Context: an optimization exercise on an open-source flow, tuned for small area. The choices shown serve that exercise and are no tape-out recipe.
RTL that was checked went through simulation tests only; none was proved equivalent to the original.
Only the layout flow was run in run 1; the RTL was not checked for function there.
Power figures rest on the tool's default switching activity, not on a simulated workload.

[flow/config.mk]
export PLATFORM = sky130hd
export DESIGN_NAME = uart_burn_spi_flash
export DESIGN_NICKNAME = uart_burn_spi_flash
export VERILOG_FILES = /design/flow/design.v
export SDC_FILE = /design/flow/constraint.sdc
export NUM_CORES = 4
export LEC_CHECK = 0
export CAP_MARGIN = 20
export CORE_MARGIN = 2
export CORE_UTILIZATION = 40
export PLACE_DENSITY = 0.6
export SLEW_MARGIN = 20
export BUFFER_PORTS_ARGS = -buffer_cell sky130_fd_sc_hd__buf_1
[flow/constraint.sdc]
create_clock -name core_clock -period 5.0 [get_ports {clk}]
set_input_delay 1.0000 -clock core_clock [delete_from_list [all_inputs] [get_ports {clk}]]
set_output_delay 1.0000 -clock core_clock [all_outputs]
set_load 0.01 [all_outputs]
[flow/design.v]
module uart_burn_spi_flash (
input clk,rxd,rst ,
output txd,
input spi_miso,
output spi_mosi,spi_sck,
input [31:0]in32,
output reg [31:0] out32
);
localparam H0   = 5'b00000, H1   = 5'b00001, H2   = 5'b00010, H3   = 5'b00011;
localparam D20  = 5'b001_00;                   
localparam D40  = 5'b01000, D50  = 5'b01001;
localparam L50H = 5'b01010, L50L = 5'b01011;
localparam L60H = 5'b01110, L60L = 5'b01111;
localparam T30  = 5'b100_00;                   
localparam T40  = 5'b10100, T60  = 5'b10101, T60L = 5'b10110;
localparam R0   = 5'b11000, R1   = 5'b11001, R2 = 5'b11010;
localparam [5:0] CIDLE = 6'd19;                
reg s1, s2;                                    
always @(posedge clk) begin s1 <= rxd; s2 <= s1; end
reg [4:0]  st;
reg        run;                                
reg [5:0]  c;                                  
reg [3:0]  n;                                  
reg [7:0]  sr;                                 
reg        txd_r, sck_r;
reg [15:0] cnt;                                
wire rxm  = ~st[4];
wire txm  = st[4] & ~st[3];
wire fill = rst | (st[4] & st[3]);
wire wrap = (c == 6'd35);
wire ev   = run & wrap;
wire dbit = ev & (n != 4'd0) & (n <= 4'd8);
wire rxdone = ev & rxm & (n == 4'd9);
wire txdone = ev & txm & (n == 4'd10);
wire cnt0 = (cnt == 16'd0);
reg  bw;                                       
wire lenst = (st[4:3] == 2'b01) & st[1];       
wire spi_rx = (st == D40) | (st == D50) | (st == L60L);
wire spi_act = run & ((spi_rx & (n == 4'd9)) | ((st == T60) & (n == 4'd10)));
wire spi_shift = spi_act & (c[1:0] == 2'b11) & ~c[5];
wire dwin = c[4] ^ c[3];
always @(posedge clk) begin
	if (!run) c <= CIDLE; else c <= wrap ? 6'd0 : c + 6'd1;
	if (!run) n <= 4'd0; else if (wrap) n <= n + 4'd1;
end
always @(posedge clk)
	if (rst) run <= 1'b0;
	else if (!run) run <= (rxm & ~s2) | txm;
	else if (rxdone | txdone) run <= 1'b0;
always @(posedge clk)
	if (dbit) sr <= {rxm ? s2 : 1'b1, sr[7:1]};
	else if (spi_shift) sr <= {sr[6:0], spi_miso};
	else if (ev & (st[4:2] == 3'b100) & (n == 4'd0))
		case (st[1:0])
		2'd0: sr <= in32[31:24];
		2'd1: sr <= in32[23:16];
		2'd2: sr <= in32[15:8];
		default: sr <= in32[7:0];
		endcase
always @(posedge clk)
	if (!run) txd_r <= 1'b1;
	else if (ev & txm) txd_r <= (n == 4'd0) ? 1'b0 : (n >= 4'd9) ? 1'b1 : sr[0];
always @(posedge clk) sck_r <= spi_act & (c[1] ^ c[0]) & ~c[5];
always @(posedge clk)
	if (dbit & rxm & lenst) cnt <= {s2, cnt[15:1]};
	else if (spi_act & ~c[5]) cnt <= {cnt[0] ^ (bw & dwin), cnt[15:1]};
always @(posedge clk) bw <= ~dwin | (bw & ~cnt[0]);
always @(posedge clk)
	if (fill | (rxdone & (st[4:2] == 3'b001))) out32 <= {out32[23:0], sr | {8{fill}}};
always @(posedge clk)
	if (rst) st <= R0;
	else case (st)
	R0: st <= R1;
	R1: st <= R2;
	R2: st <= H0;
	H0: if (rxdone) st <= (sr == 8'h55) ? H1 : H0;
	H1: if (rxdone) st <= (sr == 8'haa) ? H2 : H0;
	H2: if (rxdone) st <= (sr == 8'h5a) ? H3 : H0;
	H3: if (rxdone) case (sr)
		8'd20: st <= D20;
		8'd30: st <= T30;
		8'd40: st <= D40;
		8'd50: st <= L50H;
		8'd60: st <= L60H;
		default: st <= H0;
		endcase
	5'b00100, 5'b00101, 5'b00110: if (rxdone) st <= st + 5'd1;
	5'b00111: if (rxdone) st <= H0;
	5'b10000, 5'b10001, 5'b10010: if (txdone) st <= st + 5'd1;
	5'b10011: if (txdone) st <= H0;
	D40: if (rxdone) st <= T40;
	T40: if (txdone) st <= H0;
	L50H: if (rxdone) st <= L50L;
	L50L: if (rxdone) st <= D50;
	D50: if (rxdone & cnt0) st <= H0;
	L60H: if (rxdone) st <= L60L;
	L60L: if (rxdone) st <= cnt0 ? T60L : T60;
	T60: if (txdone & cnt0) st <= T60L;
	T60L: if (txdone) st <= H0;
	default: st <= H0;
	endcase
assign txd = txd_r;
assign spi_sck = sck_r;
assign spi_mosi = sr[7] | (st == L60L);
endmodule
[flow/flow/run.sh]
#!/bin/bash
# Standard ORFS layout (standard.sh), with the port buffers made as
# sky130_fd_sc_hd__buf_1 instead of the default pick.
set -e
cp standard.sh standard_sh.txt
echo 'export BUFFER_PORTS_ARGS = -buffer_cell sky130_fd_sc_hd__buf_1' >> config.mk
bash standard.sh > standard.log 2>&1
[flow/standard.sh]
#!/bin/bash
# synth_recipe.tcl (not shown) runs the flow's synth.tcl, then flattens the netlist and writes it again
# the make line also repeats each setting of config.mk as NAME=value (left out here)
make -C /OpenROAD-flow-scripts/flow DESIGN_CONFIG=/design/flow/config.mk WORK_HOME=/design/flow/orfs CLKGATE_MAP_FILE= SYNTH_SCRIPT=/design/flow/synth_recipe.tcl "${@:-finish}"
==> results.py, run 1 <==
metrics = {
    "yosys": {
        "yosysSeqAreaShare_pct": 56.0,
        "ys_ff_latch": 77,
        "yosys-top-cells-area": "edfxtp_1 (45%), dfxtp_1 (11%), ha_1 (4.0%)",
        "synth_area_leader_cell": "edfxtp_1",
        "syn_area_um2": 3750,
        "synth_nets": 371,
        "synth_top_area_share_pct": 44.8,
        "async_flop_share_pct": 0,
        "synth-edff-count": 56,
        "synthFlopType": "edfxtp_1",
        "synth.avg_cell_area_um2": 11.6,
        "synthCells": 323,
        "yosys_warnings": 1,
        "ys_types": 62,
    },
    "finish": {
        "area_growth_pct": 13.7,
        "fill_cells": 828,
        "layout_common_cells": "buf_1 (70), edfxtp_1 (56), nand2_1 (23), dfxtp_1 (21), nor2_1 (13)",
        "final_nets": 434,
        "stdcell_area_um2": 4270,
        "diodes": 0,
        "drive_gt1_share_pct": 7.16,
        "layout_commonest_cell": "buf_1",
    },
    "global_routing": {
        "grt.total_usage_pct": 17.0,
        "grt-ovfl-total": 0,
        "first_global_vias": 2656,
        "antenna_found_initial": 0,
        "grt_pass1_wl_um": 13400,
        "grt_max_degree": 33,
    },
    "power_and_ir_drop": {
        "p_leak_nw": 1.36,
        "power_density_nw_per_um2": 432,
        "irDropWorstVdd_v": 0.000263,
    },
    "sta": {
        "min_period_ns": 3.08,
        "final.setup.tns_ns": 0,
        "fin_ws_ns": 1.92,
        "hold_violations": 0,
        "setup_viol": 0,
        "holdWs_ns": 0.330,
        "worst_pin_slew_ns": 0.880,
        "clock_skew_ns": 0.0102,
        "maxSlewViolCount": 0,
        "relSlewSlack_pct": 41.2,
        "rsz0062_at_grt": "no",
        "fin_crit_sh_pct": 61.5,
        "fmax_mhz": 325,
    },
    "critical_path": {
        "required_ns": 4.00,
        "worstSetupPathType": "reg -> out",
        "crit_buf_inv": 2,
        "critPathArrivalTime_ns": 2.08,
        "end_kind": "output pin",
        "slowest_stage": "dfxtp_1",
        "critical_path.max_fanout": 22,
        "slowest_delay_ns": 0.81,
        "worstSetupStartpointType": "register",
        "path_cells": "inv_1 -> ha_1 -> or2_2 -> buf_1",
        "critical-path-top-delay-family": "flip-flops",
    },
    "detailed_routing": {
        "firstDrtPassIters": 7,
        "drt_iter0_drc": 190,
        "drc_errors": 0,
        "ant_nets": 0,
        "finalWirelength_um": 8320,
        "wire_per_inst_um": 16.6,
        "viasPerCell": 5.64,
        "vias": 2831,
    },
    "floorplan": {
        "rows": 35,
        "io_pins": 71,
        "dieWidth_um": 101,
        "die_h_um": 101,
        "core_area_um2": 9150,
        "start_util_pct": 41.0,
        "die-area_um2": 10200,
    },
    "clock_tree": {
        "cts_buffers": 9,
        "ctsHoldBuffers": 0,
        "cts_sinks": 77,
        "cts_resized": 0,
        "clk_pin_slew_ns": 0.09,
        "htreeDepth": 3,
        "cts_setup_buffers": 0,
        "cts_tree": "built",
        "clock_latency_ns": 0.34,
        "cts_root_buf": "clkbuf_8",
        "clockBufferDepth": 2,
    },
    "placed_design": {
        "port_buffers": 70,
        "place_congestion": 0.947,
        "hpwl_um": 6040,
        "dpl_worst_slack_ns": 2.12,
        "postPlaceCellArea_um2": 4080,
    },
    "outcome": {
        "status": "timing/DRC/antenna clean",
    },
    "min_path": {
        "hold_class": "reg -> reg",
    },
    "job": {
        "max-cap-violations": 0,
    },
}
==> sequential cells by signal, summed over array words and instances (netlist names), 4 cells and up <==
| name | count |
|---|---|
| out32 | 32 |
| c | 6 |
| n | 4 |
| cnt | 16 |
| st | 5 |
| sr | 8 |
==> Yosys cell counts (3+ instances only) <==
cell type	number
edfxtp_1	56
nand2_1	23
dfxtp_1	21
nor2_1	13
ha_1	12
nand2b_1	12
a21oi_1	10
inv_1	10
nand3_1	10
o21ai_0	10
nand4_1	9
a222oi_1	8
clkbuf_1	8
nor3_1	8
buf_2	7
nor4_1	7
o211ai_1	6
o311ai_1	6
xnor2_1	6
a211oi_1	5
and2_1	5
nand3b_1	5
nor2b_1	5
xor2_1	5
mux2i_1	4
o31ai_1	3
==> path summary, 6_finish.rpt <==
path / startpoint / endpoint / slack (ns) / cells past startpoint
max reg2reg: st[1] / sr[1] / 2.07 / 7
min: s1 / s2 / 0.33 / 0
min reg2reg: s1 / s2 / 0.33 / 0
max: st[4] / spi_mosi / 1.92 / 4
==> logic make-up after synthesis <==
family	after synthesis	synth area share (%)
compound gates	69	14.0
xor+xnor	11	2.57
fa+ha+maj	12	4.00
buf+inv	30	3.63
flops	77	56.0
mux	6	1.67
simple gates	118	18.2
==> per-stage QoR <==
| stage | std cells | util, % | total power [W] |
|---|---|---|---|
| finish | 502 | 46.7 | 0.00184 |
| global route | 502 | 46.7 | 0.00196 |
| CTS | 502 | 46.7 | 0.00186 |
| detailed placement | 486 | 44.6 | 0.00140 |
| global placement | 486 | 44.6 | 0.00140 |
| floorplan | 323 | - | 0.00126 |
==> per-layer routing <==
layer  vias up  GRT usage [%]  routed length [µm]
met2       107           26.1                3770
met5         -              0                   0
met4         0           6.43                 126
met1      1336           23.2                3840
li1       1378              -                   -
met3        10           4.37                 584
==> power by group <==
part / switching (W) / internal, W / total, W
Combinational: 0.000312 / 0.000207 / 0.000518
Sequential: 0.0000828 / 0.000793 / 0.000876
Clock: 0.000257 / 0.000192 / 0.000449
Total: 0.000652 / 0.00119 / 0.00184
==> area by class of cell <==
cell class | count | area [µm²] | share of cell area (%)
sequential | 77 | 2100 | 49.2
multi-input combinational | 216 | 1520 | 35.6
timing repair buffer | 72 | 278 | 6.50
tap | 111 | 139 | 3.25
clock buffer | 9 | 124 | 2.90
clock inverter | 7 | 68.8 | 1.61
inverter | 10 | 37.5 | 0.879
==> run 2, diff against run 1 <==
--- a/flow/design.v
+++ b/flow/design.v
@@ -12,7 +12,7 @@
 localparam L50H = 5'b01010, L50L = 5'b01011;
 localparam L60H = 5'b01110, L60L = 5'b01111;
 localparam T30  = 5'b100_00;                   
-localparam T40  = 5'b10100, T60  = 5'b10101, T60L = 5'b10110;
+localparam T40  = 5'b10100, T60  = 5'b10101;
 localparam R0   = 5'b11000, R1   = 5'b11001, R2 = 5'b11010;
 localparam [5:0] CIDLE = 6'd19;                
 reg s1, s2;                                    
@@ -33,12 +33,11 @@
 wire rxdone = ev & rxm & (n == 4'd9);
 wire txdone = ev & txm & (n == 4'd10);
 wire cnt0 = (cnt == 16'd0);
-reg  bw;                                       
 wire lenst = (st[4:3] == 2'b01) & st[1];       
 wire spi_rx = (st == D40) | (st == D50) | (st == L60L);
-wire spi_act = run & ((spi_rx & (n == 4'd9)) | ((st == T60) & (n == 4'd10)));
+wire spi_act = run & ((spi_rx & (n == 4'd9)) | ((st == T60) & (n == 4'd10) & ~cnt0));
 wire spi_shift = spi_act & (c[1:0] == 2'b11) & ~c[5];
-wire dwin = c[4] ^ c[3];
+wire [15:0] cnt_dec = {cnt[7:0], cnt[15:8]} - 16'd1;
 always @(posedge clk) begin
 	if (!run) c <= CIDLE; else c <= wrap ? 6'd0 : c + 6'd1;
 	if (!run) n <= 4'd0; else if (wrap) n <= n + 4'd1;
@@ -63,8 +62,8 @@
 always @(posedge clk) sck_r <= spi_act & (c[1] ^ c[0]) & ~c[5];
 always @(posedge clk)
 	if (dbit & rxm & lenst) cnt <= {s2, cnt[15:1]};
-	else if (spi_act & ~c[5]) cnt <= {cnt[0] ^ (bw & dwin), cnt[15:1]};
-always @(posedge clk) bw <= ~dwin | (bw & ~cnt[0]);
+	else if ((rxdone & ((st == D50) | (st == L60L))) | (txdone & (st == T60) & ~cnt0))
+		cnt <= {cnt_dec[7:0], cnt_dec[15:8]};
 always @(posedge clk)
 	if (fill | (rxdone & (st[4:2] == 3'b001))) out32 <= {out32[23:0], sr | {8{fill}}};
 always @(posedge clk)
@@ -92,11 +91,10 @@
 	T40: if (txdone) st <= H0;
 	L50H: if (rxdone) st <= L50L;
 	L50L: if (rxdone) st <= D50;
-	D50: if (rxdone & cnt0) st <= H0;
+	D50: if (cnt0) st <= H0;
 	L60H: if (rxdone) st <= L60L;
-	L60L: if (rxdone) st <= cnt0 ? T60L : T60;
-	T60: if (txdone & cnt0) st <= T60L;
-	T60L: if (txdone) st <= H0;
+	L60L: if (rxdone) st <= T60;
+	T60: if (txdone & cnt0) st <= H0;
 	default: st <= H0;
 	endcase
 assign txd = txd_r;
==> flow/run.sh (new file) <==
#!/bin/bash
# synth_recipe.tcl (not shown) runs the flow's synth.tcl, then flattens the netlist and writes it again
# the make line also repeats each setting of config.mk as NAME=value (left out here)
make -C /OpenROAD-flow-scripts/flow DESIGN_CONFIG=/design/flow/config.mk WORK_HOME=/design/flow/orfs CLKGATE_MAP_FILE= SYNTH_SCRIPT=/design/flow/synth_recipe.tcl finish
--- a/flow/config.mk
+++ b/flow/config.mk
@@ -10,4 +10,3 @@
 export CORE_UTILIZATION = 40
 export PLACE_DENSITY = 0.6
 export SLEW_MARGIN = 20
-export BUFFER_PORTS_ARGS = -buffer_cell sky130_fd_sc_hd__buf_1
removed: flow/flow/run.sh
removed: flow/standard.sh
==> results.py, run 2 <==
metrics = {
    "finish": {
        "diodes": 0,
        "layout_commonest_cell": "clkdlybuf4s50_1",
        "stdcell_area_um2": 5140,
        "layout_common_cells": "clkdlybuf4s50_1 (70), edfxtp_1 (56), nor2_1 (45), nand2_1 (27), a21oi_1 (23)",
        "area_growth_pct": 23.8,
        "drive_gt1_share_pct": 6.11,
        "largest_reg_flops": 32,
        "reg.largest.list": "out32 x32, cnt x16, sr x8",
        "regMostFlops": "out32",
        "final_nets": 519,
    },
    "yosys": {
        "yosys-top-cells-area": "edfxtp_1 (41%), dfxtp_1 (9.6%), nor2_1 (4.1%)",
        "synth-edff-count": 56,
        "yosys_warnings": 1,
        "ys_ff_latch": 76,
        "synth_commonest_cells": "edfxtp_1 (56), nor2_1 (45), nand2_1 (27)",
        "ys_types": 61,
        "synthFlopType": "edfxtp_1",
        "synth.avg_cell_area_um2": 10.2,
        "async_flop_share_pct": 0,
        "synthMostInstantiatedCell": "edfxtp_1",
        "synth_nets": 455,
        "synth_area_leader_cell": "edfxtp_1",
        "yosysSeqAreaShare_pct": 50.2,
        "synthCells": 406,
        "syn_area_um2": 4150,
        "synth_top_area_share_pct": 40.5,
    },
    "global_routing": {
        "grt-ovfl-total": 0,
        "first_global_vias": 3123,
        "grt_pass1_wl_um": 15100,
        "grt.total_usage_pct": 17.0,
        "grt_max_degree": 34,
        "antenna_found_initial": 0,
    },
    "critical_path": {
        "crit_start": "st[4]",
        "worstSetupPathType": "reg -> out",
        "worstSetupStartpointType": "register",
        "critPathArrivalTime_ns": 2.51,
        "critical_path.max_fanout": 18,
        "r2r_start": "st[0]",
        "required_ns": 4.00,
        "end_kind": "output pin",
    },
    "sta": {
        "final.setup.tns_ns": 0,
        "fin_crit_sh_pct": 70.1,
        "fmax_mhz": 285,
        "relSlewSlack_pct": 52.5,
        "min_period_ns": 3.51,
        "worst_pin_slew_ns": 0.711,
        "rsz0062_at_grt": "no",
        "clock_skew_ns": 0.00723,
        "hold_violations": 0,
        "setup_viol": 0,
        "fin_ws_ns": 1.49,
        "maxSlewViolCount": 0,
    },
    "clock_tree": {
        "cts_buffers": 9,
        "cts_setup_buffers": 0,
        "clockBufferDepth": 2,
        "cts_root_buf": "clkbuf_8",
        "clk_pin_slew_ns": 0.08,
        "cts_tree": "built",
        "cts_resized": 0,
        "clock_latency_ns": 0.36,
        "ctsHoldBuffers": 0,
        "cts_sinks": 76,
        "htreeDepth": 3,
    },
    "detailed_routing": {
        "vias": 3302,
        "viasPerCell": 5.40,
        "drt_iter0_drc": 234,
        "finalWirelength_um": 9180,
        "ant_nets": 0,
        "wire_per_inst_um": 15.0,
        "drc_errors": 0,
        "firstDrtPassIters": 5,
    },
    "power_and_ir_drop": {
        "total_power_w": 0.00201,
        "p_switching_w": 0.000704,
        "power_density_nw_per_um2": 390,
        "sequentialPowerShare_pct": 44.3,
        "intPower_w": 0.00130,
        "p_leak_nw": 1.90,
        "clockPowerShare_pct": 21.8,
        "power.share.combinational_pct": 33.9,
        "irDropWorstVdd_v": 0.000162,
        "switching_share_pct": 35.1,
    },
    "outcome": {
        "status": "timing/DRC/antenna clean",
    },
    "floorplan": {
        "dieWidth_um": 106,
        "start_util_pct": 40.8,
        "io_pins": 71,
        "die_h_um": 106,
        "rows": 37,
        "die-area_um2": 11200,
        "core_area_um2": 10200,
    },
    "placed_design": {
        "postPlaceCellArea_um2": 4960,
        "hpwl_um": 6680,
        "port_buffers": 70,
        "dpl_worst_slack_ns": 1.94,
        "place_congestion": 0.974,
    },
    "job": {
        "max-cap-violations": 0,
    },
    "min_path": {
        "min-delay-start": "s1",
        "hold_class": "reg -> reg",
    },
}
## run 2: cell types whose count changed after synthesis, moves of 5 or more
cell	delta
a21oi_1	+13
a31oi_1	+9
nand3_1	+9
nand4_1	+8
nor2_1	+32
nor2b_1	+5
o311ai_1	-6
xnor2_1	+7
## run 2: layout make-up
class / instances / area, µm²
fill: 923 / 5040
timing repair buffer: 73 / 723
sequential: 76 / 2080
inverter: 12 / 45.0
multi-input combinational: 298 / 1940
tap: 136 / 170
clock inverter: 7 / 57.6
clock buffer: 9 / 124
## run 2: final timing paths
kind / slack, ns / to / cells past startpoint
min reg2reg: 0.34 / s2 / 0
max: 1.49 / spi_mosi / 4
max reg2reg: 2.34 / sr[1] / 6
min: 0.34 / s2 / 0
## run 2: layer usage
metal / vias to the layer above / share of wire [%] / track usage (%)
met5: - / 0 / 0
met4: 0 / 1.8 / 7.89
met3: 12 / 6.0 / 2.84
met2: 108 / 47 / 27.0
met1: 1545 / 46 / 22.5
li1: 1637 / - / -
## run 2: power by group through the flow
stage	sequential (W)	combinational [W]	clock, W
4_1_cts	0.000890	0.000678	0.000454
3_3_place_gp	0.000899	0.000684	0
2_1_floorplan	0.000890	0.000453	0
6_report	0.000890	0.000680	0.000438
3_5_place_dp	0.000904	0.000677	0
5_1_grt	0.000906	0.000746	0.000474
## run 2: cell families after synthesis
| kind of cell | count (synthesis) | share of synthesized area (%) |
|---|---|---|
| AND/OR/NAND/NOR | 177 | 23.9 |
| AO/OA/AOI/OAI | 83 | 13.5 |
| flip-flops | 76 | 50.2 |
| XOR/XNOR | 22 | 4.64 |
| buffers and inverters | 32 | 3.22 |
| multiplexers | 3 | 0.723 |
| adder cells (fa/ha/maj) | 13 | 3.92 |
## run 2: through the flow
stage                     hold slack (ns)  utilization [%]  std cells
after floorplan                     0.310                -        406
after global placement              0.320             48.7        595
after detailed placement            0.323             48.7        595
after CTS                           0.343             50.5        611
after global routing                0.367             50.5        611
final                               0.337             50.5        611
## run 2: critical path, stage by stage, from the launching register on
cell	delay (ns)
dfxtp_1	0.75
inv_1	0.20
ha_1	0.37
or2_2	0.33
clkdlybuf4s50_1	0.49
==> run 3, diff against run 2 <==
==> flow/design.v (replaced) <==
module uart_burn_spi_flash (
input clk,rxd,rst ,
output txd,
input spi_miso,
output spi_mosi,spi_sck,
input [31:0]in32,
output reg [31:0] out32
);
localparam HDR = 3'b000, RST = 3'b001;
localparam C20 = 3'b010, C30 = 3'b011, C40 = 3'b101, C50 = 3'b110, C60 = 3'b111;
reg s1, s2;                                    
always @(posedge clk) begin s1 <= rxd; s2 <= s1; end
reg [2:0]  mode;
reg [1:0]  k;
reg        run;                                
reg [1:0]  g;                                  
reg [3:0]  q;                                  
reg [3:0]  n;                                  
reg [7:0]  sr;                                 
reg        txd_r, sck_r;
reg [15:0] cnt;                                
reg        bw;                                 
wire m20 = (mode == C20), m30 = (mode == C30), m40 = (mode == C40);
wire m50 = (mode == C50), m60 = (mode == C60), mhdr = (mode == HDR), mrst = (mode == RST);
wire txm  = m30 | (m40 & k[0]) | (m60 & k[1]);
wire rxm  = ~txm & ~mrst;
wire g3   = g[1] & ~g[0];
wire wrap = g3 & q[3];
wire ev   = run & wrap;
wire dbit = ev & n[3];
wire done = ev & (n[3:1] == 3'd0) & (n[0] == txm);
wire cnt0 = (cnt == 16'd0);
wire spi_act = run & ((~txm & (n == 4'd0) & ((m40 & ~k[0]) | (m50 & k[1]) | (m60 & k[0])))
                    | (m60 & (k == 2'd2) & (n == 4'd1)));
wire win  = spi_act & ~q[3];                   
wire dwin = ~q[3] & (q[2] ^ q[1]);
wire hmatch = (k == 2'd0) ? (sr == 8'h55) : (k == 2'd1) ? (sr == 8'haa) : (sr == 8'h5a);
wire cmdok  = (sr == 8'd20) | (sr == 8'd30) | (sr == 8'd40) | (sr == 8'd50) | (sr == 8'd60);
always @(posedge clk)
	if (!run) begin
		g <= 2'b10; q <= 4'd4; n <= 4'd7;
	end else begin
		g <= {g[0], ~g[1]};
		if (g3) q <= q[3] ? 4'd0 : q + 4'd1;
		if (wrap) n <= n + 4'd1;
	end
always @(posedge clk)
	if (rst) run <= 1'b0;
	else if (!run) run <= (rxm & ~s2) | txm;
	else if (done) run <= 1'b0;
always @(posedge clk)
	if (dbit) sr <= {s2, sr[7:1]};
	else if (win & g3) sr <= {sr[6:0], spi_miso};
	else if (ev & m30 & (n == 4'd7))
		case (k)
		2'd0: sr <= in32[31:24];
		2'd1: sr <= in32[23:16];
		2'd2: sr <= in32[15:8];
		default: sr <= in32[7:0];
		endcase
always @(posedge clk)
	if (!run) txd_r <= 1'b1;
	else if (ev & txm) txd_r <= n[3] ? sr[0] : ~n[2];
always @(posedge clk) sck_r <= win & g[0];
always @(posedge clk)
	if (dbit & (m50 | m60) & ~k[1]) cnt <= {s2, cnt[15:1]};
	else if (win) cnt <= {cnt[0] ^ (bw & dwin), cnt[15:1]};
always @(posedge clk) bw <= ~dwin | (bw & ~cnt[0]);
wire fill = rst | mrst;
always @(posedge clk)
	if (fill | (done & m20)) out32 <= {out32[23:0], sr | {8{fill}}};
wire to_hdr = mrst ? (k == 2'd2)
            : mhdr ? ((k == 2'd3) ? ~cmdok : ~hmatch)
            : m50  ? (k[1] & cnt0)
            : m60  ? (k == 2'd3)
            : m40  ? k[0]
            : (k == 2'd3);
always @(posedge clk)
	if (rst) begin
		mode <= RST; k <= 2'd0;
	end else if (mrst | done) begin
		if (to_hdr) begin
			mode <= HDR; k <= 2'd0;
		end else if (mhdr & (k == 2'd3)) begin
			mode <= sr[5:3]; k <= 2'd0;
		end else if (m60 & (k[1] ^ k[0]))
			k <= {1'b1, cnt0};
		else if (~(m50 & k[1]))
			k <= k + 2'd1;
	end
assign txd = txd_r;
assign spi_sck = sck_r;
assign spi_mosi = sr[7] | m60;
endmodule
==> flow/flow/run.sh (new file) <==
#!/bin/bash
# Standard ORFS layout (standard.sh), with the port buffers made as
# sky130_fd_sc_hd__buf_1 instead of the default pick.
set -e
cp standard.sh standard_sh.txt
echo 'export BUFFER_PORTS_ARGS = -buffer_cell sky130_fd_sc_hd__buf_1' >> config.mk
bash standard.sh > standard.log 2>&1
==> flow/standard.sh (new file) <==
#!/bin/bash
# synth_recipe.tcl (not shown) runs the flow's synth.tcl, then flattens the netlist and writes it again
# the make line also repeats each setting of config.mk as NAME=value (left out here)
make -C /OpenROAD-flow-scripts/flow DESIGN_CONFIG=/design/flow/config.mk WORK_HOME=/design/flow/orfs CLKGATE_MAP_FILE= SYNTH_SCRIPT=/design/flow/synth_recipe.tcl "${@:-finish}"
--- a/flow/config.mk
+++ b/flow/config.mk
@@ -10,3 +10,4 @@
 export CORE_UTILIZATION = 40
 export PLACE_DENSITY = 0.6
 export SLEW_MARGIN = 20
+export BUFFER_PORTS_ARGS = -buffer_cell sky130_fd_sc_hd__buf_1
removed: flow/run.sh
==> results.py, run 3 <==
metrics = {
    "yosys": {
        "yosysSeqAreaShare_pct": 58.2,
        "syn_area_um2": 3610,
        "ys_types": 55,
        "async_flop_share_pct": 0,
        "yosys_warnings": 1,
        "synthCells": 305,
        "synth_area_leader_cell": "edfxtp_1",
        "synth_commonest_cells": "edfxtp_1 (56), nand2_1 (22), nor2_1 (22)",
        "synth.avg_cell_area_um2": 11.8,
        "synthMostInstantiatedCell": "edfxtp_1",
        "synth_top_area_share_pct": 46.6,
        "synth-edff-count": 56,
        "synthFlopType": "edfxtp_1",
        "synth_nets": 351,
        "ys_ff_latch": 77,
        "yosys-top-cells-area": "edfxtp_1 (47%), dfxtp_1 (12%), mux2i_1 (4.7%)",
    },
    "detailed_routing": {
        "drc_errors": 0,
        "routed.top_layer": "met4",
        "route.layer.met1.wl_um": 3520,
        "vias": 2555,
        "viasPerCell": 5.29,
        "drt_iter0_drc": 171,
        "finalWirelength_um": 7290,
        "firstDrtPassIters": 4,
        "wire_per_inst_um": 15.1,
        "ant_nets": 0,
        "route.met3.wl_um": 414,
        "wl_met2_um": 3260,
    },
    "critical_path": {
        "required_ns": 4.97,
        "critical_path.max_fanout": 11,
        "end_kind": "register",
        "worstSetupPathType": "reg -> reg",
        "worstSetupStartpointType": "register",
        "critPathArrivalTime_ns": 2.95,
        "ff2ff_setup_slack_ns": 2.02,
    },
    "clock_tree": {
        "cts_setup_buffers": 0,
        "clockBufferDepth": 2,
        "cts_tree": "built",
        "cts_sinks": 77,
        "clock_latency_ns": 0.35,
        "htreeDepth": 3,
        "ctsHoldBuffers": 0,
        "clk_pin_slew_ns": 0.08,
        "cts_resized": 0,
        "cts_root_buf": "clkbuf_8",
        "cts_buffers": 9,
    },
    "finish": {
        "drive_gt1_share_pct": 7.73,
        "reg.largest.list": "out32 x32, cnt x16, sr x8",
        "instances_no_fill": 483,
        "fill_cells": 780,
        "diodes": 0,
        "largest_reg_flops": 32,
        "layout_commonest_cell": "buf_1",
        "regMostFlops": "out32",
        "area_growth_pct": 14.6,
        "postLayoutCoreUtil_pct": 47.4,
        "layout_common_cells": "buf_1 (70), edfxtp_1 (56), nor2_1 (22), nand2_1 (22), dfxtp_1 (21)",
        "final_nets": 416,
    },
    "power_and_ir_drop": {
        "irDropWorstVdd_v": 0.000151,
        "p_leak_nw": 1.39,
        "power_density_nw_per_um2": 391,
        "total_power_w": 0.00162,
    },
    "sta": {
        "fin_crit_sh_pct": 59.6,
        "final.setup.tns_ns": 0,
        "rsz0062_at_grt": "no",
        "hold_violations": 0,
        "setup_viol": 0,
        "min_period_ns": 2.98,
        "holdWs_ns": 0.335,
        "worst_pin_slew_ns": 1.03,
        "clock_skew_ns": 0.00889,
        "relSlewSlack_pct": 31.0,
        "maxSlewViolCount": 0,
        "fmax_mhz": 336,
    },
    "global_routing": {
        "grt_max_degree": 33,
        "first_global_vias": 2440,
        "antenna_found_initial": 0,
        "grt_pass1_wl_um": 12200,
        "grt.total_usage_pct": 15.5,
        "grt-ovfl-total": 0,
    },
    "placed_design": {
        "port_buffers": 70,
        "dp_cells": 467,
        "hpwl_um": 5140,
        "place_congestion": 0.860,
    },
    "floorplan": {
        "die-area_um2": 9800,
        "start_util_pct": 41.4,
        "dieWidth_um": 99.0,
        "core_area_um2": 8720,
        "rows": 34,
        "die_h_um": 99.0,
        "io_pins": 71,
    },
    "job": {
        "max-cap-violations": 0,
    },
    "outcome": {
        "status": "timing/DRC/antenna clean",
    },
    "min_path": {
        "hold_class": "reg -> reg",
    },
}
-- run 3: cell count changes in the layout (fill, tap and decap cells not counted), sizes merged, moves of 9 or more --
cell,previous run,this run
xor2,9,0
nor2,46,22
clkdlybuf4s50,70,0
nand2b,15,1
nand3,20,3
mux2i,3,17
nand4,17,3
buf,3,72
-- run 3: stage by stage --
| stage | instance area, µm² | setup WS [ns] |
|---|---|---|
| 6_report | 4140 | 2.02 |
| 5_1_grt | 4140 | 1.81 |
| 4_1_cts | 4140 | 1.83 |
| 3_5_place_dp | 3940 | 1.85 |
| 3_3_place_gp | 3940 | 1.94 |
| 2_1_floorplan | 3610 | 0.0951 |
-- run 3: worst max-delay path: stages (launching register included) --
cell	delay (ns)
dfxtp_1	0.50
inv_1	0.13
ha_1	0.38
and3_1	0.25
o211ai_1	0.81
o21ai_1	0.54
-- run 3: cell families (layout without fill, tap and decap cells) --
logic type / count (synthesis) / in the layout / synth area share, %
multiplexers: 18 / 18 / 5.03
AO/OA/AOI/OAI: 52 / 52 / 11.2
buffers and inverters: 36 / 106 / 4.44
XOR/XNOR: 5 / 5 / 1.21
flip-flops: 77 / 77 / 58.2
AND/OR/NAND/NOR: 106 / 106 / 16.2
adder cells (fa/ha/maj): 11 / 11 / 3.74
-- run 3: path summary, 6_finish.rpt --
check	depth (start not counted)	end	start
max reg2reg	5	sr[6]	k[0]
min reg2reg	0	s2	s1
max	5	sr[6]	k[0]
min	0	s2	s1
-- run 3: layout make-up --
cell class,instances,area (µm²),area share [%]
clock inverters,7,75.1,1.81
well taps,108,135,3.27
inverters,18,67.6,1.63
flip-flops and latches,77,2100,50.8
multi-input cells,192,1360,32.8
clock buffers,9,124,2.99
repair buffers,72,278,6.72
-- run 3: metal layers --
metal / GRT usage (%) / vias to the layer above
met5: 0 / -
met4: 4.43 / 0
met3: 3.62 / 9
met2: 24.4 / 68
met1: 21.6 / 1209
li1: - / 1269
-- run 3: where the power goes --
group / switching, W / leakage [nW] / internal, W / total [W]
clock network: 0.000238 / 0.0935 / 0.000232 / 0.000470
registers: 0.0000400 / 0.643 / 0.000743 / 0.000783
logic: 0.000206 / 0.657 / 0.000160 / 0.000365
total: 0.000483 / 1.39 / 0.00113 / 0.00162
==> run 4, diff against run 3 <==
==> flow/flow/run.sh (replaced) <==
#!/bin/bash
# Standard ORFS layout (standard.sh) with a few extra ORFS variables from
# flow/extra.mk: smaller port buffers and a leaner clock tree.
set -e
cat flow/extra.mk >> config.mk
bash standard.sh > standard.log 2>&1
==> flow/flow/extra.mk (new file) <==
export BUFFER_PORTS_ARGS = -buffer_cell sky130_fd_sc_hd__buf_1
export CTS_ARGS = -sink_clustering_enable -repair_clock_nets -dont_use_dummy_load -sink_clustering_size 40 -sink_clustering_max_diameter 300 -buf_list sky130_fd_sc_hd__clkbuf_16
--- a/flow/config.mk
+++ b/flow/config.mk
@@ -11,3 +11,4 @@
 export PLACE_DENSITY = 0.6
 export SLEW_MARGIN = 20
 export BUFFER_PORTS_ARGS = -buffer_cell sky130_fd_sc_hd__buf_1
+export CTS_ARGS = -sink_clustering_enable -repair_clock_nets -dont_use_dummy_load -sink_clustering_size 40 -sink_clustering_max_diameter 300 -buf_list sky130_fd_sc_hd__clkbuf_16
==> results.py, run 4 <==
metrics = {
    "outcome": {
        "status": "timing/DRC/antenna clean",
    },
    "floorplan": {
        "start_util_pct": 41.4,
        "dieWidth_um": 99.0,
        "rows": 34,
        "core_area_um2": 8720,
        "die-area_um2": 9800,
        "die_h_um": 99.0,
        "io_pins": 71,
    },
    "global_routing": {
        "antenna_found_initial": 0,
        "grt_max_degree": 33,
        "grt.total_usage_pct": 15.5,
        "grt-ovfl-total": 0,
        "first_global_vias": 2428,
        "grt_pass1_wl_um": 12100,
    },
    "sta": {
        "fmax_mhz": 339,
        "hold_violations": 0,
        "min_period_ns": 2.95,
        "setup_viol": 0,
        "fin_crit_sh_pct": 59.1,
        "final.setup.tns_ns": 0,
        "rsz0062_at_grt": "no",
        "maxSlewViolCount": 0,
        "worst_pin_slew_ns": 1.02,
        "clock_skew_ns": 0.0129,
        "relSlewSlack_pct": 31.7,
    },
    "yosys": {
        "synth_top_area_share_pct": 46.6,
        "synthMostInstantiatedCell": "edfxtp_1",
        "syn_area_um2": 3610,
        "synthCells": 305,
        "synthFlopType": "edfxtp_1",
        "synth_area_leader_cell": "edfxtp_1",
        "yosysSeqAreaShare_pct": 58.2,
        "synth_nets": 351,
        "ys_types": 55,
        "async_flop_share_pct": 0,
        "synth_commonest_cells": "edfxtp_1 (56), nand2_1 (22), nor2_1 (22)",
        "ys_ff_latch": 77,
        "synth.avg_cell_area_um2": 11.8,
        "yosys_warnings": 1,
        "synth-edff-count": 56,
        "yosys-top-cells-area": "edfxtp_1 (47%), dfxtp_1 (12%), mux2i_1 (4.7%)",
    },
    "finish": {
        "final_nets": 416,
        "reg.largest.list": "out32 x32, cnt x16, sr x8",
        "area_growth_pct": 15.3,
        "drive_gt1_share_pct": 6.25,
        "largest_reg_flops": 32,
        "diodes": 0,
        "fill_cells": 775,
        "seq_area_um2": 2100,
        "multi_input_area_um2": 1360,
        "layout_common_cells": "buf_1 (70), edfxtp_1 (56), nor2_1 (22), nand2_1 (22), dfxtp_1 (21)",
        "stdcell_area_um2": 4160,
        "regMostFlops": "out32",
        "layout_commonest_cell": "buf_1",
    },
    "placed_design": {
        "place_congestion": 0.860,
        "postPlaceCellArea_um2": 3940,
        "port_buffers": 70,
        "hpwl_um": 5140,
    },
    "clock_tree": {
        "clk_pin_slew_ns": 0.06,
        "cts_setup_buffers": 0,
        "ctsHoldBuffers": 0,
        "clock_latency_ns": 0.33,
        "cts_sinks": 77,
        "cts_tree": "built",
        "cts_root_buf": "clkbuf_16",
        "cts_buffers": 9,
        "cts_resized": 0,
        "clockBufferDepth": 2,
        "htreeDepth": 3,
    },
    "critical_path": {
        "worstSetupStartpointType": "register",
        "required_ns": 4.94,
        "ff2ff_setup_slack_ns": 2.05,
        "worstSetupPathType": "reg -> reg",
        "critPathArrivalTime_ns": 2.90,
        "end_kind": "register",
        "critical_path.max_fanout": 11,
        "r2r_start": "k[0]",
        "timing.rr.end": "sr[4]",
        "rr_worst_depth": 5,
    },
    "job": {
        "max-cap-violations": 0,
    },
    "min_path": {
        "hold_class": "reg -> reg",
        "worstHoldEndpoint": "s2",
        "min-delay-start": "s1",
        "hold-path-cell-count": 0,
    },
    "detailed_routing": {
        "firstDrtPassIters": 5,
        "viasPerCell": 5.31,
        "vias": 2527,
        "finalWirelength_um": 7230,
        "drc_errors": 0,
        "wire_per_inst_um": 15.2,
        "ant_nets": 0,
        "drt_iter0_drc": 156,
    },
    "power_and_ir_drop": {
        "p_leak_nw": 1.41,
        "power_density_nw_per_um2": 403,
        "irDropWorstVdd_v": 0.000159,
    },
}
==> run 4: cell counts after synthesis <==
Identical to the previous run, type by type.
==> run 4: cell families (layout without fill, tap and decap cells) <==
family                   count (synthesis)  after routing  synth area share (%)
buffers and inverters                   36             99                  4.44
flip-flops                              77             77                  58.2
XOR/XNOR                                 5              5                  1.21
AO/OA/AOI/OAI                           52             52                  11.2
AND/OR/NAND/NOR                        106            106                  16.2
multiplexers                            18             18                  5.03
adder cells (fa/ha/maj)                 11             11                  3.74
==> run 4: final cells by class <==
class | count | area share (%)
Timing Repair Buffer | 72 | 6.67
Inverter | 18 | 1.62
Clock buffer | 9 | 5.41
Tap cell | 108 | 3.25
Sequential cell | 77 | 50.5
Multi-Input combinational cell | 192 | 32.6
==> run 4: worst max path at each step <==
| stage | startpoint | to | slack, ns |
|---|---|---|---|
| 2_1_floorplan | k[0] | out32[0] | 0.1 |
| 3_3_place_gp | k[0] | sr[2] | 1.94 |
| 3_5_place_dp | k[0] | sr[3] | 1.85 |
| 4_1_cts | k[0] | sr[4] | 1.84 |
| 5_1_grt | k[0] | sr[5] | 1.82 |
| 6_report | k[0] | sr[4] | 2.05 |
==> run 4: where the power goes <==
part | switching, W | internal [W]
Clock | 0.000214 | 0.000315
Sequential | 0.0000403 | 0.000745
Combinational | 0.000204 | 0.000159
==> run 4: per-stage QoR <==
step	instances	power, W	hold WS [ns]	worst slack [ns]	utilization, %
floorplan	305	0.00107	0.310	0.0951	-
global placement	467	0.00116	0.316	1.94	45.2
detailed placement	467	0.00116	0.314	1.85	45.2
CTS	476	0.00169	0.335	1.84	47.7
global route	476	0.00177	0.336	1.82	47.7
finish	476	0.00168	0.329	2.05	47.7
==> run 4: worst max-delay path, cell delays in order (launching register included) <==
cell and delay [ns]:
dfxtp_1 0.49, inv_1 0.13, ha_1 0.37, and3_1 0.25, o211ai_1 0.80, o21ai_1 0.53
==> run 4: metal layers <==
| metal | global-route usage, % | share of wire [%] | up-vias |
|---|---|---|---|
| met4 | 5.37 | 0.84 | 0 |
| met2 | 24.0 | 45 | 64 |
| met3 | 3.40 | 5.4 | 9 |
| met1 | 21.7 | 49 | 1187 |
| li1 | - | - | 1267 |
| met5 | 0 | 0 | - |
==> run 5, diff against run 4 <==
==> flow/flow/extra.mk (replaced) <==
export BUFFER_PORTS_ARGS = -buffer_cell sky130_fd_sc_hd__buf_1
export CTS_ARGS = -sink_clustering_enable -repair_clock_nets -dont_use_dummy_load -buf_list sky130_fd_sc_hd__clkbuf_8
--- a/flow/config.mk
+++ b/flow/config.mk
@@ -11,4 +11,4 @@
 export PLACE_DENSITY = 0.6
 export SLEW_MARGIN = 20
 export BUFFER_PORTS_ARGS = -buffer_cell sky130_fd_sc_hd__buf_1
-export CTS_ARGS = -sink_clustering_enable -repair_clock_nets -dont_use_dummy_load -sink_clustering_size 40 -sink_clustering_max_diameter 300 -buf_list sky130_fd_sc_hd__clkbuf_16
+export CTS_ARGS = -sink_clustering_enable -repair_clock_nets -dont_use_dummy_load -buf_list sky130_fd_sc_hd__clkbuf_8
==> results.py, run 5 <==
metrics = {
    "sta": {
        "relSlewSlack_pct": 31.1,
        "hold_violations": 0,
        "min_period_ns": 2.95,
        "maxSlewViolCount": 0,
        "clock_skew_ns": 0.0182,
        "fmax_mhz": 339,
        "rsz0062_at_grt": "no",
        "worst_pin_slew_ns": 1.03,
        "setup_viol": 0,
        "fin_crit_sh_pct": 59.1,
        "final.setup.tns_ns": 0,
    },
    "critical_path": {
        "path_cells": "inv_1 -> ha_1 -> and3_1 -> o211ai_1 -> o21ai_1",
        "r2r_start": "k[0]",
        "crit_buf_inv": 1,
        "end_kind": "register",
        "required_ns": 4.95,
        "critPathArrivalTime_ns": 2.91,
        "timing.rr.end": "sr[6]",
        "critical-path-top-delay-family": "compound AO/OA/AOI/OAI gates",
        "critical_path.max_fanout": 11,
        "rr_worst_depth": 5,
        "slowest_delay_ns": 0.81,
        "slowest_stage": "o211ai_1",
        "worstSetupPathType": "reg -> reg",
        "ff2ff_setup_slack_ns": 2.05,
        "worstSetupStartpointType": "register",
    },
    "floorplan": {
        "core_area_um2": 8720,
        "io_pins": 71,
        "start_util_pct": 41.4,
        "rows": 34,
        "die-area_um2": 9800,
        "dieWidth_um": 99.0,
        "die_h_um": 99.0,
    },
    "clock_tree": {
        "clk_pin_slew_ns": 0.08,
        "clockBufferDepth": 2,
        "cts_resized": 0,
        "htreeDepth": 3,
        "clock_latency_ns": 0.35,
        "cts_root_buf": "clkbuf_8",
        "cts_buffers": 9,
        "cts_setup_buffers": 0,
        "ctsHoldBuffers": 0,
        "cts_sinks": 77,
        "cts_tree": "built",
    },
    "yosys": {
        "ys_ff_latch": 77,
        "synth_top_area_share_pct": 46.6,
        "synthCells": 305,
        "syn_area_um2": 3610,
        "yosys_warnings": 1,
        "ys_types": 55,
        "synthMostInstantiatedCell": "edfxtp_1",
        "synthFlopType": "edfxtp_1",
        "async_flop_share_pct": 0,
        "synth_area_leader_cell": "edfxtp_1",
        "synth_commonest_cells": "edfxtp_1 (56), nand2_1 (22), nor2_1 (22)",
        "yosysSeqAreaShare_pct": 58.2,
        "synth-edff-count": 56,
        "synth.avg_cell_area_um2": 11.8,
        "yosys-top-cells-area": "edfxtp_1 (47%), dfxtp_1 (12%), mux2i_1 (4.7%)",
        "synth_nets": 351,
    },
    "detailed_routing": {
        "drc_errors": 0,
        "finalWirelength_um": 7230,
        "vias": 2535,
        "wire_per_inst_um": 15.2,
        "firstDrtPassIters": 4,
        "viasPerCell": 5.33,
        "drt_iter0_drc": 141,
        "ant_nets": 0,
    },
    "global_routing": {
        "antenna_found_initial": 0,
        "first_global_vias": 2431,
        "grt.total_usage_pct": 15.6,
        "grt_pass1_wl_um": 12100,
        "grt-ovfl-total": 0,
        "grt_max_degree": 33,
    },
    "min_path": {
        "min-delay-start": "s1",
        "hold_class": "reg -> reg",
        "worstHoldEndpoint": "s2",
        "hold-path-cell-count": 0,
    },
    "finish": {
        "diodes": 0,
        "regMostFlops": "out32",
        "layout_common_cells": "buf_1 (70), edfxtp_1 (56), nor2_1 (22), nand2_1 (22), dfxtp_1 (21)",
        "stdcell_area_um2": 4060,
        "largest_reg_flops": 32,
        "area_growth_pct": 12.5,
        "final_nets": 416,
        "fill_cells": 790,
        "drive_gt1_share_pct": 6.25,
        "instances_no_fill": 476,
        "layout_commonest_cell": "buf_1",
        "reg.largest.list": "out32 x32, cnt x16, sr x8",
        "seq_area_um2": 2100,
        "multi_input_area_um2": 1360,
    },
    "power_and_ir_drop": {
        "p_leak_nw": 1.37,
        "power_density_nw_per_um2": 369,
        "irDropWorstVdd_v": 0.000148,
    },
    "job": {
        "max-cap-violations": 0,
    },
    "placed_design": {
        "hpwl_um": 5140,
        "postPlaceCellArea_um2": 3940,
        "dp_cells": 467,
        "place_congestion": 0.860,
        "port_buffers": 70,
    },
    "outcome": {
        "status": "timing/DRC/antenna clean",
    },
}
-- run 5: cells by family after synthesis --
logic type                 count (synthesis)  synth area share [%]
AOI/OAI and AO/OA                         52                  11.2
xor gates and xnor gates                   5                  1.21
adders and majority gates                 11                  3.74
buffers and inverters                     36                  4.44
DFF                                       77                  58.2
muxes                                     18                  5.03
and+or+nand+nor                          106                  16.2
-- run 5: through the flow --
| step | hold WS [ns] | power [W] | utilization (%) | setup WS, ns |
|---|---|---|---|---|
| final | 0.334 | 0.00150 | 46.6 | 2.05 |
| after global routing | 0.342 | 0.00159 | 46.6 | 1.82 |
| after CTS | 0.340 | 0.00151 | 46.6 | 1.84 |
| after detailed placement | 0.314 | 0.00116 | 45.2 | 1.85 |
| after global placement | 0.316 | 0.00116 | 45.2 | 1.94 |
| after floorplan | 0.310 | 0.00107 | - | 0.0951 |
-- run 5: cell type report --
cell class,count,area share [%]
Sequential cell,77,51.8
Multi-Input combinational cell,192,33.4
Timing Repair Buffer,72,6.84
Tap cell,108,3.33
Clock buffer,9,3.05
Inverter,18,1.66
-- run 5: how the worst max path moves through the flow --
| stage | from | to | slack [ns] | cells after the start |
|---|---|---|---|---|
| after floorplan | k[0] | out32[0] | 0.1 | 4 |
| after global placement | k[0] | sr[2] | 1.94 | 5 |
| after detailed placement | k[0] | sr[3] | 1.85 | 5 |
| after CTS | k[0] | sr[4] | 1.84 | 5 |
| after global routing | k[0] | sr[5] | 1.82 | 5 |
| final | k[0] | sr[6] | 2.05 | 5 |
-- run 5: worst reg2reg max path: stages (launching register included) --
cell and delay [ns]:
dfxtp_1 0.49, inv_1 0.13, ha_1 0.37, and3_1 0.24, o211ai_1 0.81, o21ai_1 0.54
-- run 5: report_power, final --
part	leakage [nW]	switching, W	internal (W)
combinational	0.657	0.000205	0.000159
clock	0.0647	0.000191	0.000161
sequential	0.643	0.0000399	0.000744
-- run 5: routing by layer --
layer  GRT usage (%)  up-vias  share of wire [%]
met5               0        -                  0
met3            4.04        8                5.7
met4            5.06        0                1.3
li1                -     1260                  -
met1            21.5     1194                 48
met2            24.0       73                 45
==> run 6, diff against run 5 <==
--- a/flow/design.v
+++ b/flow/design.v
@@ -34,7 +34,10 @@
                     | (m60 & (k == 2'd2) & (n == 4'd1)));
 wire win  = spi_act & ~q[3];                   
 wire dwin = ~q[3] & (q[2] ^ q[1]);
-wire hmatch = (k == 2'd0) ? (sr == 8'h55) : (k == 2'd1) ? (sr == 8'haa) : (sr == 8'h5a);
+reg  hm;
+wire ebit = n[0] ^ (k == 2'd0) ^ (k[1] & n[2]);
+always @(posedge clk) if (!run) hm <= 1'b1; else if (dbit) hm <= hm & (s2 == ebit);
+wire hmatch = hm;
 wire cmdok  = (sr == 8'd20) | (sr == 8'd30) | (sr == 8'd40) | (sr == 8'd50) | (sr == 8'd60);
 always @(posedge clk)
 	if (!run) begin
@@ -51,16 +54,11 @@
 always @(posedge clk)
 	if (dbit) sr <= {s2, sr[7:1]};
 	else if (win & g3) sr <= {sr[6:0], spi_miso};
-	else if (ev & m30 & (n == 4'd7))
-		case (k)
-		2'd0: sr <= in32[31:24];
-		2'd1: sr <= in32[23:16];
-		2'd2: sr <= in32[15:8];
-		default: sr <= in32[7:0];
-		endcase
+wire [31:0] in32r = {in32[7:0], in32[15:8], in32[23:16], in32[31:24]};
+wire tbit = m30 ? in32r[{k, n[2:0]}] : sr[0];
 always @(posedge clk)
 	if (!run) txd_r <= 1'b1;
-	else if (ev & txm) txd_r <= n[3] ? sr[0] : ~n[2];
+	else if (ev & txm) txd_r <= n[3] ? tbit : ~n[2];
 always @(posedge clk) sck_r <= win & g[0];
 always @(posedge clk)
 	if (dbit & (m50 | m60) & ~k[1]) cnt <= {s2, cnt[15:1]};
==> results.py, run 6 <==
metrics = {
    "placed_design": {
        "place_congestion": 0.871,
        "dp_cells": 429,
        "hpwl_um": 4640,
        "postPlaceCellArea_um2": 3820,
        "port_buffers": 70,
    },
    "floorplan": {
        "die_h_um": 97.3,
        "start_util_pct": 40.5,
        "die-area_um2": 9470,
        "io_pins": 71,
        "rows": 34,
        "dieWidth_um": 97.3,
        "core_area_um2": 8590,
    },
    "sta": {
        "clock_skew_ns": 0.0346,
        "maxSlewViolCount": 0,
        "min_period_ns": 2.73,
        "fin_crit_sh_pct": 54.6,
        "hold_violations": 0,
        "holdWs_ns": 0.363,
        "final.setup.tns_ns": 0,
        "relSlewSlack_pct": 34.5,
        "fmax_mhz": 366,
        "worst_pin_slew_ns": 0.978,
        "rsz0062_at_grt": "no",
        "setup_viol": 0,
    },
    "detailed_routing": {
        "firstDrtPassIters": 4,
        "wire_per_inst_um": 14.9,
        "vias": 2293,
        "finalWirelength_um": 6550,
        "viasPerCell": 5.24,
        "drt_iter0_drc": 114,
        "drc_errors": 0,
        "ant_nets": 0,
    },
    "job": {
        "max-cap-violations": 0,
    },
    "global_routing": {
        "antenna_found_initial": 0,
        "grt.total_usage_pct": 14.3,
        "grt_pass1_wl_um": 10800,
        "grt-ovfl-total": 0,
        "grt_max_degree": 33,
        "first_global_vias": 2235,
    },
    "power_and_ir_drop": {
        "irDropWorstVdd_v": 0.000163,
        "power_density_nw_per_um2": 351,
        "p_leak_nw": 1.25,
        "total_power_w": 0.00138,
    },
    "yosys": {
        "synth.avg_cell_area_um2": 13.3,
        "yosys-top-cells-area": "edfxtp_1 (48%), dfxtp_1 (13%), mux4_2 (5.8%)",
        "ys_types": 52,
        "synth_area_leader_cell": "edfxtp_1",
        "yosys.area_share.xor_xnor_pct": 1.51,
        "yosys_warnings": 1,
        "synthFlopType": "edfxtp_1",
        "synth_compound_area_share_pct": 7.08,
        "synth-edff-count": 56,
        "synth_commonest_cells": "edfxtp_1 (56), dfxtp_1 (22), nand2_1 (19)",
        "synthCells": 262,
        "synth_top_area_share_pct": 48.3,
        "yosys-mux-area-fraction_pct": 9.56,
        "async_flop_share_pct": 0,
        "syn_area_um2": 3480,
        "synth_fa_ha_area_share_pct": 3.16,
        "ys_ff_latch": 78,
        "synthMostInstantiatedCell": "edfxtp_1",
        "yosysSeqAreaShare_pct": 60.9,
        "synth_top_family_by_area": "simple AND/OR/NAND/NOR gates",
        "yosys.area_share.simple_pct": 14.3,
        "synth_nets": 306,
    },
    "critical_path": {
        "worstSetupPathType": "reg -> reg",
        "required_ns": 4.95,
        "timing.rr.end": "out32[30]",
        "rr_worst_depth": 4,
        "worstSetupStartpointType": "register",
        "r2r_start": "n[0]",
        "ff2ff_setup_slack_ns": 2.27,
        "end_kind": "register",
        "critical_path.max_fanout": 32,
        "critPathArrivalTime_ns": 2.68,
    },
    "min_path": {
        "worstHoldEndpoint": "s2",
        "hold-path-cell-count": 0,
        "hold_class": "reg -> reg",
        "min-delay-start": "s1",
    },
    "clock_tree": {
        "cts_tree": "built",
        "ctsHoldBuffers": 0,
        "cts_buffers": 9,
        "clockBufferDepth": 2,
        "cts_sinks": 78,
        "clk_pin_slew_ns": 0.07,
        "htreeDepth": 3,
        "cts_root_buf": "clkbuf_8",
        "cts_setup_buffers": 0,
        "cts_resized": 0,
        "clock_latency_ns": 0.35,
    },
    "finish": {
        "instances_no_fill": 438,
        "area_growth_pct": 13.2,
        "seq_area_um2": 2120,
        "reg.largest.list": "out32 x32, cnt x16, sr x8",
        "final_nets": 376,
        "stdcell_area_um2": 3940,
        "multi_input_area_um2": 1250,
        "diodes": 0,
        "layout_commonest_cell": "buf_1",
        "largest_reg_flops": 32,
        "layout_common_cells": "buf_1 (70), edfxtp_1 (56), dfxtp_1 (22), nand2_1 (19), a21oi_1 (13)",
        "regMostFlops": "out32",
        "drive_gt1_share_pct": 10.3,
        "fill_cells": 802,
    },
    "outcome": {
        "status": "timing/DRC/antenna clean",
    },
}
-- run 6: cell count changes in the layout (fill, tap and decap cells not counted), sizes merged, moves of 4 or more --
cell / previous run / this run
a222oi: 8 / 0
mux4: 0 / 9
or3: 9 / 3
nand2b: 1 / 10
nor2: 22 / 10
inv: 18 / 12
nor3: 10 / 5
mux2: 1 / 8
nand3b: 2 / 6
mux2i: 17 / 4
-- run 6: metal layers --
layer | global-route usage, % | wire [µm] | up-vias
li1 | - | - | 1115
met1 | 19.8 | 3120 | 1102
met2 | 22.0 | 3020 | 65
met3 | 2.45 | 280 | 11
met4 | 7.05 | 127 | 0
met5 | 0 | 0 | -
-- run 6: logic make-up (layout without fill, tap and decap cells) --
| group | after synthesis | in the layout |
|---|---|---|
| AND/OR/NAND/NOR | 87 | 87 |
| flip-flops | 78 | 78 |
| AO/OA/AOI/OAI | 38 | 38 |
| buffers and inverters | 23 | 91 |
| multiplexers | 21 | 21 |
| adder cells (fa/ha/maj) | 9 | 9 |
| XOR/XNOR | 6 | 6 |
-- run 6: worst max-delay path by stage --
| stage | startpoint | endpoint |
|---|---|---|
| 6_report | n[0] | out32[30] |
| 5_1_grt | n[0] | out32[30] |
| 4_1_cts | n[0] | sr[6] |
| 3_5_place_dp | n[0] | sr[2] |
| 3_3_place_gp | n[0] | sr[1] |
| 2_1_floorplan | n[0] | out32[0] |
-- run 6: area by class of cell --
type | instances | share of cell area (%)
Multi-Input combinational cell | 161 | 31.8
Tap cell | 108 | 3.43
Sequential cell | 78 | 53.8
Clock buffer | 9 | 3.14
Timing Repair Buffer | 70 | 6.67
Inverter | 12 | 1.14
-- run 6: power by group --
part	internal (W)	switching [W]
clock	0.000161	0.000193
sequential	0.000749	0.0000502
combinational	0.000100	0.000130
-- run 6: stage by stage --
step                      util (%)  setup slack (ns)
after floorplan                  -              1.10
after global placement        44.4              2.16
after detailed placement      44.4              2.12
after CTS                     45.9              2.09
after global routing          45.9              1.86
final                         45.9              2.27
-- run 6: worst max-delay path, stage by stage, from the launching register on --
cell     delay [ns]
dfxtp_1        0.83
inv_1          0.14
nor4_1         0.30
mux2i_1        0.24
o21ai_4        0.81
==> run 7, diff against run 6 <==
==> flow/flow/run.sh (replaced) <==
#!/bin/bash
# Layout flow: the standard synthesis, then the combinational logic
# between the registers is re-mapped by ABC with an area-oriented script
# (the registers, their names and cell types are kept as they are), then the
# standard ORFS layout (standard.sh) with the extra ORFS variables of
# flow/extra.mk: sky130_fd_sc_hd__buf_1 port buffers and a clock tree
# without dummy loads.
set -euo pipefail
cat flow/extra.mk >> config.mk
bash standard.sh synth > synth.log 2>&1
R=orfs/results/$FLOW_PLATFORM/uart_burn_spi_flash/base
LIB=$FLOW_HOME/platforms/$FLOW_PLATFORM/lib/sky130_fd_sc_hd__tt_025C_1v80.lib
YOSYS=$(command -v yosys || echo $FLOW_HOME/../tools/install/yosys/bin/yosys)
cp $R/1_2_yosys.v std_synth.v
python3 flow/mkmap.py $LIB > cellmap.v
DU=""
for c in probe_p_8 probec_p_8 lpflow_bleeder_1 lpflow_clkbufkapwr_1 lpflow_clkbufkapwr_16 \
  lpflow_clkbufkapwr_2 lpflow_clkbufkapwr_4 lpflow_clkbufkapwr_8 lpflow_clkinvkapwr_1 \
  lpflow_clkinvkapwr_16 lpflow_clkinvkapwr_2 lpflow_clkinvkapwr_4 lpflow_clkinvkapwr_8 \
  lpflow_decapkapwr_12 lpflow_decapkapwr_3 lpflow_decapkapwr_4 lpflow_decapkapwr_6 \
  lpflow_decapkapwr_8 lpflow_inputiso0n_1 lpflow_inputiso0p_1 lpflow_inputiso1n_1 \
  lpflow_inputiso1p_1 lpflow_inputisolatch_1 lpflow_isobufsrc_1 lpflow_isobufsrc_16 \
  lpflow_isobufsrc_2 lpflow_isobufsrc_4 lpflow_isobufsrc_8 lpflow_isobufsrckapwr_16 \
  lpflow_lsbuf_lh_hl_isowell_tap_1 lpflow_lsbuf_lh_hl_isowell_tap_2 \
  lpflow_lsbuf_lh_hl_isowell_tap_4 lpflow_lsbuf_lh_isowell_4 lpflow_lsbuf_lh_isowell_tap_1 \
  lpflow_lsbuf_lh_isowell_tap_2 lpflow_lsbuf_lh_isowell_tap_4; do
  DU="$DU -dont_use sky130_fd_sc_hd__$c"
done
cat > resyn.ys <<EOF
read_liberty -lib $LIB
read_verilog std_synth.v
hierarchy -top $FLOW_TOP
techmap -map cellmap.v
techmap
opt -purge
abc -script flow/resyn.abc -liberty $LIB $DU
opt_clean -purge
hilomap -singleton -hicell sky130_fd_sc_hd__conb_1 HI -locell sky130_fd_sc_hd__conb_1 LO
splitnets
opt_clean -purge
check -assert -mapped
stat -liberty $LIB
write_verilog -noattr -nohex -nodec resyn.v
EOF
$YOSYS -l resyn.log -s resyn.ys > /dev/null 2>&1
cp resyn.v $R/1_2_yosys.v
bash standard.sh > standard.log 2>&1
==> flow/flow/mkmap.py (new file) <==
# Writes a Yosys techmap file that turns every combinational cell of a
# liberty file into plain logic (its output pins' "function" attributes).
import re, sys
t = open(sys.argv[1]).read()
out = []
for m in re.finditer(r'\n\s*cell\s*\(\s*"?(\w+)"?\s*\)\s*\{', t):
    name = m.group(1); start = m.end(); d = 1; i = start
    while d > 0:
        c = t[i]
        if c == '{': d += 1
        elif c == '}': d -= 1
        i += 1
    body = t[start:i]
    if re.search(r'\b(ff|latch|statetable)\s*\(', body): continue
    pins = []
    for pm in re.finditer(r'\bpin\s*\(\s*"?(\w+)"?\s*\)\s*\{', body):
        pn = pm.group(1); s = pm.end(); d = 1; j = s
        while d > 0:
            c = body[j]
            if c == '{': d += 1
            elif c == '}': d -= 1
            j += 1
        pb = body[s:j]
        dr = re.search(r'direction\s*:\s*"?(\w+)"?', pb)
        fn = re.search(r'\bfunction\s*:\s*"([^"]*)"', pb)
        pins.append((pn, dr.group(1) if dr else None, fn.group(1) if fn else None))
    outs = [p for p in pins if p[1] == 'output']
    ins = [p for p in pins if p[1] == 'input']
    if not outs or not ins or any(p[2] is None for p in outs): continue
    s = "module %s(%s);\n" % (name, ', '.join([p[0] for p in ins] + [p[0] for p in outs]))
    for p in ins: s += "  input %s;\n" % p[0]
    for p in outs:
        f = p[2].replace('!', '~').replace('+', '|').replace('*', '&')
        f = re.sub(r'(\w)\s+(?=[\w(~])', r'\1 & ', f)
        s += "  output %s;\n  assign %s = %s;\n" % (p[0], p[0], f)
    out.append(s + "endmodule\n")
out.append("module sky130_fd_sc_hd__conb_1(HI, LO);\n  output HI; output LO;\n"
           "  assign HI = 1'b1; assign LO = 1'b0;\nendmodule\n")
sys.stdout.write(''.join(out))
==> flow/flow/resyn.abc (new file) <==
strash
&get -n
&deepsyn -I 20 -J 10
&put
dch -f
map -a
topo
mfs2
strash
dch -f
map -a
topo
mfs2
strash
dch -f
map -a
==> results.py, run 7 <==
metrics = {
    "power_and_ir_drop": {
        "p_leak_nw": 1.14,
        "irDropWorstVdd_v": 0.000154,
        "power_density_nw_per_um2": 369,
        "total_power_w": 0.00135,
    },
    "critical_path": {
        "required_ns": 5.28,
        "worstSetupStartpointType": "register",
        "end_kind": "register",
        "critical_path.max_fanout": 10,
        "critPathArrivalTime_ns": 2.88,
        "worstSetupPathType": "reg -> reg",
    },
    "sta": {
        "rsz0062_at_grt": "no",
        "fin_crit_sh_pct": 52.1,
        "min_period_ns": 2.60,
        "relSlewSlack_pct": 54.6,
        "setup_viol": 0,
        "fmax_mhz": 384,
        "hold_violations": 0,
        "worst_pin_slew_ns": 0.678,
        "maxSlewViolCount": 0,
        "holdWs_ns": 0.327,
        "clock_skew_ns": 0.0268,
        "final.setup.tns_ns": 0,
    },
    "finish": {
        "seq_area_um2": 2120,
        "multi_input_area_um2": 882,
        "drive_gt1_share_pct": 3.24,
        "postLayoutCoreUtil_pct": 47.8,
        "fill_cells": 719,
        "regMostFlops": "out32",
        "layout_commonest_cell": "buf_1",
        "reg.largest.list": "out32 x32, cnt x16, sr x8",
        "stdcell_area_um2": 3660,
        "layout_common_cells": "buf_1 (70), edfxtp_1 (56), nand2_1 (49), nor2_1 (35), clkinv_1 (34)",
        "largest_reg_flops": 32,
        "final_nets": 408,
        "area_growth_pct": 17.1,
        "diodes": 0,
    },
    "floorplan": {
        "die_h_um": 92.4,
        "io_pins": 71,
        "rows": 32,
        "die-area_um2": 8530,
        "dieWidth_um": 92.4,
        "start_util_pct": 40.9,
        "core_area_um2": 7650,
    },
    "clock_tree": {
        "cts_buffers": 9,
        "cts_root_buf": "clkbuf_8",
        "cts_setup_buffers": 0,
        "htreeDepth": 3,
        "clk_pin_slew_ns": 0.06,
        "ctsHoldBuffers": 0,
        "cts_sinks": 78,
        "clock_latency_ns": 0.36,
        "cts_resized": 0,
        "clockBufferDepth": 2,
        "cts_tree": "built",
    },
    "min_path": {
        "hold_class": "reg -> reg",
    },
    "detailed_routing": {
        "drc_errors": 0,
        "firstDrtPassIters": 4,
        "wire_per_inst_um": 13.5,
        "viasPerCell": 5.15,
        "finalWirelength_um": 6390,
        "ant_nets": 0,
        "drt_iter0_drc": 100,
        "vias": 2429,
    },
    "global_routing": {
        "antenna_found_initial": 0,
        "grt_pass1_wl_um": 10200,
        "grt-ovfl-total": 0,
        "grt_max_degree": 33,
        "first_global_vias": 2222,
        "grt.total_usage_pct": 15.5,
    },
    "yosys": {
        "synth.avg_cell_area_um2": 10.8,
        "yosys_warnings": 1,
        "synthCells": 289,
        "synth_nets": 325,
        "syn_area_um2": 3120,
    },
    "placed_design": {
        "place_congestion": 0.933,
        "port_buffers": 70,
        "hpwl_um": 4550,
        "postPlaceCellArea_um2": 3530,
    },
    "job": {
        "max-cap-violations": 0,
    },
    "outcome": {
        "status": "timing/DRC/antenna clean",
    },
}
run 7: through the flow:
| stage | instances | setup WS, ns |
|---|---|---|
| after floorplan | 289 | 0.145 |
| after global placement | 462 | 2.45 |
| after detailed placement | 463 | 2.54 |
| after CTS | 472 | 2.42 |
| after global routing | 472 | 2.08 |
| final | 472 | 2.40 |
run 7: worst max-delay path: stages, from the launching register on:
cell and delay, ns:
dfxtp_1 0.47, clkinv_1 0.18, nor2_1 0.55, clkinv_1 0.19, nor4_1 0.35, a31oi_1 0.16
o41ai_1 0.10, nand2_1 0.17, a21oi_1 0.22, a32o_1 0.15
run 7: report_power, final:
| group | switching [W] | internal, W |
|---|---|---|
| Sequential | 0.0000359 | 0.000743 |
| Combinational | 0.000139 | 0.0000752 |
| Clock | 0.000197 | 0.000161 |
| Total | 0.000372 | 0.000979 |
run 7: final timing paths:
path,startpoint,to,slack [ns],cells past startpoint
setup reg to reg,k[0],k[1],2.40,9
hold reg to reg,s1,s2,0.33,0
setup / recovery,k[0],k[1],2.40,9
hold / removal,s1,s2,0.33,0
run 7: metal layers:
metal | track usage [%] | vias up | part of all wire (%)
met5 | 0 | - | 0
met4 | 10.2 | 0 | 3.8
met3 | 3.42 | 17 | 7.0
met2 | 22.9 | 123 | 44
met1 | 20.5 | 1089 | 45
li1 | - | 1200 | -
run 7: cell type report:
type	instances	share of cell area (%)
flip-flops and latches	78	58.0
multi-input cells	177	24.1
repair buffers	72	7.52
inverters	34	3.49
well taps	102	3.49
clock buffers	9	3.39

## separate check: timing with driven ports
The results above use ideal ports. As a check the final layouts listed here were re-extracted and re-timed, cells and wires unchanged.
Step 1: set_driving_cell puts a clkbuf_16 on clk and a buf_2 on each other input, an assumption about the parent block.
Step 2 moves the port delays by t, midway between the first and last clock arrival at a register: inputs arrive t later, outputs are due t later. That takes back most of the time a late clock gives input paths.
a / b / c = ideal ports / drivers / drivers and shift; a / b = the first two.
run	shift t [ns]	setup WS [ns]	worst hold slack (ns)	slew at the worst register clock pin (ns)
run 1	0.370	1.923 / 1.891 / 2.074	0.330 / 0.330 / 0.330	0.09 / 0.09
run 2	0.395	1.494 / 1.460 / 1.855	0.337 / 0.337 / 0.337	0.09 / 0.09
run 3	0.372	2.021 / 2.021 / 2.021	0.335 / 0.335 / 0.335	0.08 / 0.08
run 4	0.357	2.046 / 2.046 / 2.046	0.329 / 0.329 / 0.329	0.06 / 0.06
run 5	0.368	2.047 / 2.047 / 2.047	0.334 / 0.334 / 0.334	0.08 / 0.08
run 6	0.363	2.270 / 2.270 / 2.230	0.363 / 0.363 / 0.363	0.09 / 0.09
run 7	0.375	2.397 / 2.371 / 2.397	0.327 / 0.327 / 0.327	0.09 / 0.09
After both steps every run listed still meets setup and hold. The setup slack of run 6, which loses most, moves by 0.000 ns with the drivers and by -0.040 ns with both steps.
